Source: an optimization exercise on an open RTL-to-GDS flow (aim: small area). Production flows keep margins and buffers that such runs may drop.
Only simulation tests tie the RTL to the original design; equivalence was not proved.
The clock port is modelled as an ideal driver; clocking choices that lean on that would not hold on a real chip.
Power is estimated from default activity; no workload was simulated.

## job 6116
## DHT22
module DHT22(
input clk,
input rst,
input dht_in,
output dht_out,
output LED16_G,
output LED16_R,
output LED16_B,
output CA,CB,CC,CD,CE,CF,CG,DP,
output [7:0] AN
);
Size: roughly 420 cells after synthesis, roughly 94 flip-flops, roughly 23 I/O pins, roughly 3800 um^2 of cells after synthesis.
==> flow/config.mk <==
export PLATFORM = sky130hd
export DESIGN_NAME = DHT22
export DESIGN_NICKNAME = DHT22
export VERILOG_FILES = /design/flow/design.v
export SDC_FILE = /design/flow/constraint.sdc
export NUM_CORES = 4
export LEC_CHECK = 0
export CAP_MARGIN = 0
export CORE_MARGIN = 2
export CORE_UTILIZATION = 60
export GPL_TIMING_DRIVEN = 0
export SLEW_MARGIN = 0
==> flow/constraint.sdc <==
create_clock -name core_clock -period 10.0 [get_ports {clk}]
set_input_delay 2.0000 -clock core_clock [delete_from_list [all_inputs] [get_ports {clk}]]
set_output_delay 2.0000 -clock core_clock [all_outputs]
set_load 0.01 [all_outputs]
standard.sh (not shown) runs the stock make flow with config.mk's settings and CLKGATE_MAP_FILE= SYNTH_SCRIPT=/design/flow/synth_recipe.tcl, a recipe that flattens the netlist after the stock synthesis.
==> flow/flow/run.sh <==
#!/bin/bash
set -euo pipefail
W=$(pwd)
F=$W/flow
export MY_ABC_SCRIPT=$F/area.abc
cat $F/overrides.tcl $W/synth_recipe.tcl > $W/version_synth.tcl
source $F/knobs.sh
bash $W/standard.sh SYNTH_SCRIPT=$W/version_synth.tcl \
  "BUFFER_PORTS_ARGS=-buffer_cell sky130_fd_sc_hd__buf_1" \
  "CTS_ARGS=$CTS" \
  POST_CTS_TCL=$F/post_cts.tcl \
  finish > $W/standard_finish.log 2>&1
==> flow/flow/area.abc <==
strash
dc2
dch -f
amap -m
strash
dch -f
amap -m
topo
==> flow/flow/knobs.sh <==
CTS="-sink_clustering_enable -repair_clock_nets -buf_list sky130_fd_sc_hd__clkbuf_8 -root_buf sky130_fd_sc_hd__clkbuf_8 -dont_use_dummy_load"
==> flow/flow/overrides.tcl <==
proc extract_fa {args} { puts "extract_fa skipped by the version's flow" }
proc abc {args} {
  set keep {}
  set skip 0
  foreach a $args {
    if {$skip} { set skip 0; continue }
    if {$a in {-script -constr -D}} { set skip 1; continue }
    lappend keep $a
  }
  yosys abc -script $::env(MY_ABC_SCRIPT) {*}$keep
}
==> flow/flow/post_cts.tcl <==
estimate_parasitics -placement
proc version_worst_clk_slew {} {
  set worst 0
  foreach pin [all_registers -clock_pins -edge_triggered] {
    foreach edge {rise fall} {
      foreach an {min max} {
        set ps [expr {[sta::time_ui_sta [get_property $pin slew_${an}_$edge]] * 1e12}]
        if {$ps > $worst} { set worst $ps }
      }
    }
  }
  return $worst
}
set version_db [ord::get_db]
puts "clock buffer sizing: worst clock-pin slew before [version_worst_clk_slew] ps"
foreach inst [[ord::get_db_block] getInsts] {
  if {![string match sky130_fd_sc_hd__clkbuf_* [[$inst getMaster] getName]]} { continue }
  foreach sz {2 4} {
    set old [$inst getMaster]
    set new [$version_db findMaster sky130_fd_sc_hd__clkbuf_$sz]
    if {[$new getWidth] >= [$old getWidth]} { break }
    $inst swapMaster $new
    estimate_parasitics -placement
    if {[version_worst_clk_slew] > 110.0} {
      $inst swapMaster $old
      estimate_parasitics -placement
    } else {
      puts "clock buffer sizing: [$inst getName] [$old getName] -> [$new getName]"
      break
    }
  }
}
puts "clock buffer sizing: worst clock-pin slew after [version_worst_clk_slew] ps"
Here is what was changed in the inputs of job 2649 compared with job 6116.
- CORE_UTILIZATION changed from 60 to 75
diff --git a/flow/flow/run.sh b/flow/flow/run.sh
--- a/flow/flow/run.sh
+++ b/flow/flow/run.sh
@@ -9,2 +9,3 @@
   "BUFFER_PORTS_ARGS=-buffer_cell sky130_fd_sc_hd__buf_1" \
+  "MIN_BUF_CELL_AND_PORTS=sky130_fd_sc_hd__buf_1 A X" \
   "CTS_ARGS=$CTS" \
Findings:
The final layout from job 2649, which completed every stage, passed the timing, design-rule and antenna checks at the end of the flow.
Per the comparison of job 2649 with job 6116, path length in cells of the critical path flat; total routed wirelength up 5.7%; portion of the layout cell area used by clock cells -0.20 points; met3 usage +1.1 points.
[compare] base=job 6116 new=job 2649: area growth from synthesis to final layout decreased by 0.75 points relative to the old numbers, smallest setup slack after layout decreased by 0.14 ns relative to the old numbers, final cell count decreased by 9 relative to the old numbers.
[compare] base=job 6116 new=job 2649: residual antenna-violating net count after detailed routing saw little to no change, internal cell power saw a decrease.
Edits applied to the flow inputs when going from job 2649 to job 1804:
- CORE_UTILIZATION changed from 75 to 60
diff --git a/flow/flow/run.sh b/flow/flow/run.sh
--- a/flow/flow/run.sh
+++ b/flow/flow/run.sh
@@ -9,3 +9,2 @@
   "BUFFER_PORTS_ARGS=-buffer_cell sky130_fd_sc_hd__buf_1" \
-  "MIN_BUF_CELL_AND_PORTS=sky130_fd_sc_hd__buf_1 A X" \
   "CTS_ARGS=$CTS" \
### Flow results
Looking at signal arrival time at the worst endpoint, job 1804 sits 0.14 ns below job 2649.
From job 2649 to job 1804 the numbers moved as follows: worst vdd rail ir drop went up by about 3.3%, post-synth design cell area was more or less identical, later-pin clock latency in the skew report went down by 0.11 ns.
Diff job 2649 -> job 1804 | number of detailed-route iterations in the first pass | increase of 3
Job 1804 completed every stage of the flow, and the final layout passed the timing, design-rule and antenna checks.
The lower final design area excluding fillers came out of job 2649.
As far as power drawn by the combinational cells is concerned, job 1804 and job 2649 perform about the same.
Here is what was changed in the inputs of job 4123 compared with job 1804.
- CORE_UTILIZATION now 65, was 60
diff --git a/flow/flow/run.sh b/flow/flow/run.sh
--- a/flow/flow/run.sh
+++ b/flow/flow/run.sh
@@ -9,2 +9,3 @@
   "BUFFER_PORTS_ARGS=-buffer_cell sky130_fd_sc_hd__buf_1" \
+  "MIN_BUF_CELL_AND_PORTS=sky130_fd_sc_hd__buf_1 A X" \
   "CTS_ARGS=$CTS" \
==> flow/flow/area.abc <==
strash
dc2
dch -f
amap -m
mfs
strash
dch -f
amap -m
topo
Job 4123: all stages complete, timing, DRC and antenna checks passed
In the reports for job 4123 and job 1804, the smaller number of global-route vias before repair belongs to job 1804.
Compared with job 1804, job 4123 shows a total track usage that is 3.2 points higher.
From job 1804 to job 4123 the numbers moved as follows: routed metal-1 wirelength shrank by about 3.3%; complex-gate fraction of the synthesized area climbed 0.54 points; final instance area lower.
The inputs of job 575 differ from those of job 4123 as listed below.
- CORE_UTILIZATION changed from 65 to 75
### Flow results
Every run in the comparison, job 575 and job 4123, completed the flow with a clean layout.
Share of the cycle needed by the critical path after routing: job 575 < job 4123
Comparing worst IR drop on VDD for job 575 and job 4123, the bigger number came from job 4123.
Lower worst slew margin relative to its limit goes to job 4123 over job 575.
The total met2 wirelength after detailed routing of job 575 exceeds that of job 4123 by 2.5%.
For summed instance area of the synthesized netlist, job 4123 and job 575 come out practically identical.
For switching power, job 575 and job 4123 come out practically identical.
The worst setup slack of job 575 is higher than that of job 4123.
Setup changes, job 575 to job 5387
- putting PLACE_DENSITY at 0.9 where nothing was set
- swapping 75 for 85 in CORE_UTILIZATION
==> flow/flow/area.abc <==
strash
dc2
dch -f
amap -m
strash
dch -f
amap -m
topo
### Flow results
- The higher die width of job 575 and job 5387 is in job 575.
- Re post-synthesis instance total: job 5387 is 0.71% up on job 575.
- Flow for job 5387 halted at global placement, error code GPL-0301.
- Relative to job 575, chip height decreased by about 5.6% in job 5387.

[static timing again, ports no longer ideal]
Ports are ideal in the flow. The routed layouts listed here were re-timed in OpenROAD.
Step 1: set_driving_cell puts a clkbuf_16 on clk and a buf_2 on each other input, an assumption about the parent block.
Step 2 adds t to the input delays and takes it off the output delays; t is the mean of the earliest and latest rising clock arrival at the registers after step 1. Input paths then give back, and output paths get back, about the clock's delay inside the block.
Three values: ideal ports, drivers, drivers and shift; two values: the first two.
| run | t (ns) | setup slack, ns | worst hold slack (ns) | clock arrival spread, ns | slew at the worst register clock pin (ns) |
|---|---|---|---|---|---|
| job 6116 | 0.447 | 4.296 / 4.267 / 4.714 | 0.374 / 0.374 / 0.374 | 0.033 / 0.034 | 0.11 / 0.11 |
| job 2649 | 0.560 | 4.155 / 4.126 / 4.686 | 0.388 / 0.388 / 0.388 | 0.036 / 0.036 | 0.11 / 0.11 |
| job 1804 | 0.447 | 4.296 / 4.267 / 4.714 | 0.374 / 0.374 / 0.374 | 0.033 / 0.034 | 0.11 / 0.11 |
| job 4123 | 0.510 | 3.911 / 3.885 / 4.396 | 0.386 / 0.386 / 0.386 | 0.036 / 0.037 | 0.11 / 0.11 |
| job 575 | 0.554 | 3.996 / 3.966 / 4.521 | 0.391 / 0.391 / 0.391 | 0.036 / 0.037 | 0.10 / 0.10 |
After both steps every run listed still meets setup and hold.
